This is an optimization exercise on Yosys and OpenROAD, whose aim is small area, a short achievable clock period and few clock cycles, not a production implementation. Only simulation tests tie the RTL to the original design; equivalence was not proved. Power and IR drop assume default switching activity.

==> flow/design.v (excerpt) <==
module physics_engine #(
    parameter SCREEN_WIDTH = 320,
    parameter SCREEN_HEIGHT = 240
    ) (
    input  wire        clk,
    input  wire        resetn,
    input  wire        fire,
    input  wire [15:0] axi_Z_dist,
    input  wire [15:0] axi_arrow_vel,
    input  wire [7:0]  wind_x_in,
    input  wire [7:0]  wind_y_in,
    input  wire [8:0]  aim_x,
    input  wire [7:0]  aim_y,
    output reg         result_valid,
    output reg [8:0]   land_x,
    output reg [7:0]   land_y
);
Size in the first run: ~110 flip-flops, ~86 I/O pins, roughly 12000 um^2 of cells after synthesis.
clock: 6.0 ns
lec_check: 0
abc_clock_period_in_ps: 3500
cap_margin: 20
core_margin: 2
core_utilization: 40
slew_margin: 20
run.sh (not shown) runs the stock make flow with config.mk's settings and CLKGATE_MAP_FILE= SYNTH_SCRIPT=/design/flow/synth_recipe.tcl, a recipe that flattens the netlist after the stock synthesis.
The starting point completed without violations.
Testbench counts at the start, summed over its fixed seeds: cycles 10,198.
Rerun with:
Settings changed: CORE_UTILIZATION 40 to 60, SETUP_SLACK_MARGIN set to 2.0.
The changed run went through all stages and came out clean.
Cell count is lower by 2.1%.
Synthesized cell count is unchanged.
Sequential power is about the same.
Flip-flop and latch count is unchanged.
Die area goes down by 33%.
Critical path depth rose by 1.
First-iteration DRC count decreases by 0.31%.
Non-clock buffer count grows by 79.
Sequential share of layout area drops by 1.2 points.
Routed wire length increases by 3.5%.
Rerun with:
Settings changed: CORE_UTILIZATION 60 to 40, CTS_BUF_LIST set to sky130_fd_sc_hd__clkbuf_4 sky130_fd_sc_hd__clkbuf_8, SETUP_SLACK_MARGIN 2.0 to 1.5.
Outcome: Cell count climbs by about 3.5%; clock skew barely changes; fmax climbs by about 1.1%.
Rerun with:
Settings changed: CTS_BUF_LIST sky130_fd_sc_hd__clkbuf_4 sky130_fd_sc_hd__clkbuf_8 to unset, SETUP_SLACK_MARGIN 1.5 to 3.0.
Effect: The changed run ran to the end with no violations. Design area increases by about 20%. Worst setup slack loses 61 ps. Synthesized cell count is unchanged. Non-clock buffer count climbs by 116. Hold slack gains 9.4 ps. Sequential power stays flat. Via count came out higher by about 7%. First-iteration DRC count is higher by about 27%. Routed wire length climbs by about 14%. Die area stays the same.
Rerun with:
Settings changed: SETUP_SLACK_MARGIN 3.0 to 1.5.
Result: Setup slack gets better by 120 ps. Maximum frequency rises by about 2.6%. Global-route usage fell by 2.2 points. Total power falls by 26%. Via count is lower by 6.6%. Clock power goes down by about 4%. Sequential share of layout area rises by 2.8 points.

========
try-harbor:
Another version of the RTL of physics_engine (not shown whole).
Size: about 120 flip-flops, ~14,000 µm² of cells after synthesis.
export LEC_CHECK = 0
export ABC_CLOCK_PERIOD_IN_PS = 3500
export CAP_MARGIN = 20
export CORE_MARGIN = 2
export CORE_UTILIZATION = 40
export PLACE_DENSITY = 0.7
export SETUP_SLACK_MARGIN = 1.6
export SLEW_MARGIN = 20
create_clock -name core_clock -period 6.0 [get_ports {clk}]
try-harbor | status: complete | timing, DRC, antenna: pass
Testbench counts of try-harbor, summed over its fixed seeds: cycles 8,553.
Input-level comparison between try-zinc and try-harbor:
-- flow/config.mk --
<<< try-harbor, line 11
export CORE_UTILIZATION = 40
export PLACE_DENSITY = 0.7
export SETUP_SLACK_MARGIN = 1.6
>>> try-zinc, line 11
export CORE_UTILIZATION = 50
export SETUP_SLACK_MARGIN = 1.5
==> run summary <==
try-zinc ends up with a highest cell delay on the worst timing path that is 0.05 ns higher than in try-harbor. Internal power summed over all cells ended up 1.4% lower on try-zinc than on try-harbor. In try-zinc, sequential cell area is lower than in try-harbor. try-zinc went all the way through synthesis, placement and routing and the layout is clean on timing, DRC and antenna. In the final design statistics, try-zinc uses fewer standard cells in total than try-harbor. Lower pre-CTS setup slack goes to try-zinc over try-harbor. Between try-zinc and try-harbor, the die area is lower for try-zinc. Area added between synthesis and finish in try-zinc is 1.6 points below try-harbor. Higher met2 track demand over resource in global routing was reported by try-zinc, not try-harbor. Higher portion of total power attributed to the clock network was reported by try-zinc, not try-harbor.
diff inputs: try-zinc => try-delta
-- flow/config.mk --
<<< try-zinc, line 11
export CORE_UTILIZATION = 50
>>> try-delta, line 11
export CORE_UTILIZATION = 40
export GPL_TIMING_DRIVEN = 0
- NOTE met3 wire length try-zinc->try-delta increased by more than a quarter
- Diff try-zinc -> try-delta: power per unit of standard cell area now sits lower, non-clock buffer count now sits higher, amount of wire on met2 after detailed routing now sits higher.
- In the tables for try-delta and try-zinc, sequential share of layout area reads lower with try-delta.
#### Input delta (try-onyx over try-delta)
-- flow/config.mk --
<<< try-delta, line 12
export GPL_TIMING_DRIVEN = 0
>>> try-onyx, line 12
export PLACE_DENSITY = 0.6
[summary]
- try-onyx reports its launching element of the worst setup path as axi_arrow_vel[15] while try-delta reports ay[0]$_DFFE_PP_.
- Comparing try-delta with try-onyx, the final period utilization came out essentially unchanged.
- Final core utilization, try-onyx and try-delta: larger value in try-delta
- Sort try-onyx and try-delta by post-route cell area, ascending, and try-onyx comes first.
- Looking at number of buffers other than clock buffers in the final layout, try-onyx sits 28% lower than try-delta does.

========
try-ember:
Starting RTL as in the previous note.
Design physics_engine, start of the top module:
module physics_engine #(
    parameter SCREEN_WIDTH = 320,
    parameter SCREEN_HEIGHT = 240
    ) (
    input  wire        clk,
    input  wire        resetn,
    input  wire        fire,
    input  wire [15:0] axi_Z_dist,
    input  wire [15:0] axi_arrow_vel,
    input  wire [7:0]  wind_x_in,
    input  wire [7:0]  wind_y_in,
    input  wire [8:0]  aim_x,
    input  wire [7:0]  aim_y,
    output wire        result_valid,
    output reg [8:0]   land_x,
    output reg [7:0]   land_y
);
    function [19:0] norm16;      
        input [15:0] x;
        reg   [15:0] y;
        reg   [3:0]  n;
        begin
            y = x; n = 4'd0;
            if (y[15:8] == 8'd0) begin y = {y[7:0], 8'd0};  n[3] = 1'b1; end
            if (y[15:12] == 4'd0) begin y = {y[11:0], 4'd0}; n[2] = 1'b1; end
            if (y[15:14] == 2'd0) begin y = {y[13:0], 2'd0}; n[1] = 1'b1; end
  ...
clock: 6.0 ns
lec_check: 0
abc_clock_period_in_ps: 3500
cap_margin: 20
core_margin: 2
core_utilization: 40
setup_slack_margin: 1.5
slew_margin: 20
tns_end_percent: 5
In summary, try-ember completed successfully, with a layout that passed the timing, DRC and antenna checks.
Testbench counts of try-ember, summed over its fixed seeds: cycles 8,553.
### try-ember -> try-quartz
Settings: TNS_END_PERCENT no longer set, was 5; PLACE_DENSITY now 0.8, previously not set.
==> run summary <==
try-quartz vs. try-ember: worst max-slew margin expressed relative to the limit went up by 9.7 points.
Looking at critical setup path kind, the reg -> reg result is from try-quartz; the reg -> out one comes from try-ember.
Going from try-ember to try-quartz, placeable core area about even, fraction of area in registers decreased by 0.22 points relative to the old numbers.
> inputs changed (try-quartz -> try-sierra)
Settings: PLACE_DENSITY changed from 0.8 to 0.7; ABC_AREA newly set to 1; ABC_CLOCK_PERIOD_IN_PS removed (was 3500).
- Looking at utilization of the core after routing, try-sierra sits 0.64 points below try-quartz.
- Summary of try-sierra over try-quartz: logic depth of the worst register-to-register path now larger; delay of the slowest cell on the worst path now smaller.
- try-sierra finished end to end and its layout was clean on timing, DRC and antenna.
- Die height (try-sierra vs. try-quartz) increases by a few percent
- The number of fill cells in the layout in try-sierra is 1.15 times that in try-quartz.
- The final critical-path share of the clock period reported for try-sierra is smaller than that of try-quartz by 2.6 points.
- Compared with try-quartz, try-sierra shows a higher number of buffers and inverters on the critical path.
- try-quartz has a higher shortest period the worst path allows than try-sierra.
Input changes introduced in try-maple (baseline for comparison: try-sierra):
Settings: removing PLACE_DENSITY (formerly 0.7); setting ABC_CLOCK_PERIOD_IN_PS to 3500 for the first time; removing ABC_AREA (formerly 1).
==> comparison <==
Looking at most common cell after layout, fill and taps aside, the sky130_fd_sc_hd__ha_1 result is from try-maple; the sky130_fd_sc_hd__nand2_1 one comes from try-sierra. Looking at number of stages on the worst setup path across try-sierra and try-maple, the one that comes out higher is try-sierra. In the final reports, the cell area of try-maple is smaller than that of try-sierra. Wire length the detailed router placed on met1 shrinks by a few percent when moving from try-sierra to try-maple.

-- port drivers added, routing unchanged --
The results above use ideal ports. As a check the final layouts listed here were re-extracted and re-timed, cells and wires unchanged.
Step 1, drivers: a clkbuf_16 drives clk and a buf_2 each remaining input, both assumed.
Step 2 moves the port delays by t, midway between the first and last clock arrival at a register: inputs arrive t later, outputs are due t later. That takes back most of the time a late clock gives input paths.
a / b / c = ideal / step 1 / step 2; a / b = the first two.
run	t, ns	setup slack, ns	pins driven straight from the clock port
the first run of note 1	0.413	0.870 / 0.823 / 0.928	1
the second run of note 1	0.417	1.256 / 1.209 / 1.626	1
the third run of note 1	0.447	1.308 / 1.266 / 1.236	1
the fourth run of note 1	0.414	1.247 / 1.200 / 1.614	1
the fifth run of note 1	0.412	1.366 / 1.319 / 1.288	1
try-harbor	0.474	1.668 / 1.617 / 1.243	1
try-zinc	0.475	1.567 / 1.515 / 1.160	1
try-delta	0.481	1.611 / 1.559 / 1.195	1
try-onyx	0.487	1.608 / 1.581 / 1.149	1
try-ember	0.487	1.308 / 1.258 / 0.924	1
try-quartz	0.473	1.591 / 1.543 / 1.176	1
try-sierra	0.482	1.749 / 1.699 / 1.290	1
try-maple	0.487	1.608 / 1.581 / 1.149	1
After both steps setup and hold are still met in every run listed.
